What follows belongs to an exercise in optimizing a design on an open flow for small area, a short achievable clock period and few clock cycles; a production flow would make more cautious choices. RTL that was checked went through simulation tests only; none was proved equivalent to the original.

== PW ==
Design sparse_mac_top, start of the top module:
module sparse_mac_top
#(
    parameter int NUM_DECODERS = 2,
    parameter int VALUE_W = 16,
    parameter int INDEX_W = 16,
    parameter int DECODER_FIFO_DEPTH = 16,
    parameter int ACCUM_W = 32
)
(
    input mac_clk,
    input mac_rst,
    input [NUM_DECODERS-1:0] sram_valid_i,
    output [NUM_DECODERS-1:0] sram_ready_o,
    input [NUM_DECODERS*(1+VALUE_W+INDEX_W)-1:0] sram_data_i,
    output mac_valid_o,
    output [ACCUM_W-1:0] mac_data_o
);
export LEC_CHECK = 0
export CAP_MARGIN = 20
export CORE_MARGIN = 2
export CORE_UTILIZATION = 40
export SETUP_SLACK_MARGIN = 3.0
export SLEW_MARGIN = 20
export SYNTH_HIERARCHICAL = 1
create_clock -name core_clock -period 7.0 [get_ports {mac_clk}]
run.sh (not shown) runs the stock make flow with config.mk's settings and CLKGATE_MAP_FILE= SYNTH_SCRIPT=/design/flow/synth_recipe.tcl, a recipe that flattens the netlist after the stock synthesis.
Edits applied to the flow inputs when going from PW to TR:
--- a/flow/design.v
+++ b/flow/design.v
@@ -14,24 +14,12 @@
     output s,
     output co
 );
 assign s  = a ^ b;
 assign co = a & b;
 endmodule
-module csa_fax (
-    input  a,
-    input  b,
-    input  c,
-    output s,
-    output co
-);
-logic x;
-assign x  = a ^ b;
-assign s  = x ^ c;
-assign co = x ? c : a;
-endmodule
 module sparse_mac_top
 #(
     parameter int NUM_DECODERS = 2,
     parameter int VALUE_W = 16,
     parameter int INDEX_W = 16,
     parameter int DECODER_FIFO_DEPTH = 16,
@@ -56,12 +44,14 @@
 logic hd0, hd1;               
 logic [VALUE_W-1:0] hval0;
 logic [7:0] b_one, b_two, b_neg;    
 logic b_top;                        
 logic [INDEX_W:0] diff;       
 logic [31:0] acc_s, acc_c;    
+logic [31:0] res;             
+logic mq;                     
 logic fin, both, d_zero, d_neg, pop0, pop1, match, take0, take1;
 assign fin    = (hv0 & hd0) | (hv1 & hd1);
 assign both   = hv0 & hv1 & ~fin;
 assign d_zero = (diff == '0);
 assign d_neg  = diff[INDEX_W];
 assign pop0   = both & ~d_neg;
@@ -395,45 +385,45 @@
 assign tree_s[30] = mt_388;
 assign tree_c[30] = mt_387;
 assign tree_s[31] = mt_390;
 assign tree_c[31] = mt_389;
 always_ff @(posedge mac_clk or negedge mac_rst) begin
     if (~mac_rst) begin
-        hval0 <= '0;
-        b_one <= '0;
-        b_two <= '0;
-        b_neg <= '0;
-        b_top <= 1'b0;
         hv0   <= 1'b0;
         hv1   <= 1'b0;
         diff  <= '0;
         acc_s <= '0;
         acc_c <= '0;
+        mq    <= 1'b0;
     end else begin
         hv0 <= take0 | (hv0 & ~pop0);
         hv1 <= take1 | (hv1 & ~pop1);
         case ({take1, take0})
             2'b00: diff <= diff;
             2'b01: diff <= c01;
             2'b10: diff <= c10;
             2'b11: diff <= c11;
         endcase
-        if (take0) hval0 <= val0;
-        if (take1) begin
-            b_one <= e_one;
-            b_two <= e_two;
-            b_neg <= e_neg;
-            b_top <= val1[15];
-        end
+        mq <= match;
         if (match) begin
             acc_s <= tree_s;
             acc_c <= tree_c;
         end
     end
 end
 always_ff @(posedge mac_clk) begin
-    if (take0) hd0 <= in_done0;
-    if (take1) hd1 <= in_done1;
+    res <= acc_s + acc_c;
+    if (take0) begin
+        hval0 <= val0;
+        hd0   <= in_done0;
+    end
+    if (take1) begin
+        b_one <= e_one;
+        b_two <= e_two;
+        b_neg <= e_neg;
+        b_top <= val1[15];
+        hd1   <= in_done1;
+    end
 end
-assign mac_valid_o = fin;
-assign mac_data_o  = acc_s + acc_c;
+assign mac_valid_o = fin & ~mq;
+assign mac_data_o  = res;
 endmodule
Findings:
The cell area of TR was superior to that of PW.
Non-filler instance count after layout (TR vs. PW) decreases by a few percent
Number of different library cells in the post-synthesis netlist: TR and PW compared, higher one is PW
mac_data_o[28] as the critical path capture point was reported by PW, and diff[16] by TR.
Compared TR vs PW, and share of the clock period used by the worst path is down in TR.
Cell count after synthesis shrinks by a few percent when moving from PW to TR.
Critical path depth on TR is up relative to PW.
Compared with PW, in TR initial core utilization moved down, routed wire length went down by about 5%.
Testbench counts of TR, summed over its fixed seeds: cycles 7,526.
For PW, only the layout was checked, not whether the RTL still works.

## port drivers added, routing unchanged
No port has a modelled driver above. Below, the same layouts with a new extraction and two added sets of constraints.
Step 1 (the two cells are an assumption about what drives the block):
set clk [get_ports {mac_clk}]
set_driving_cell -lib_cell sky130_fd_sc_hd__clkbuf_16 $clk
set_driving_cell -lib_cell sky130_fd_sc_hd__buf_2 [delete_from_list [all_inputs] $clk]
Step 2 moves the port delays by t, midway between the first and last clock arrival at a register: inputs arrive t later, outputs are due t later. That takes back most of the time a late clock gives input paths.
Three values: ideal ports, drivers, drivers and shift; two values: the first two.
run | t, ns | slack for setup (ns) | hold WS [ns]
PW | 0.478 | 2.530 / 2.479 / 2.651 | 0.519 / 0.519 / 0.519
TR | 0.497 | 3.091 / 3.120 / 2.622 | 0.496 / 0.496 / 0.496
After both steps setup and hold are still met in every run listed. For TR, which loses most, drivers alone change the setup slack by +0.029 ns; drivers and shift together by -0.469 ns.
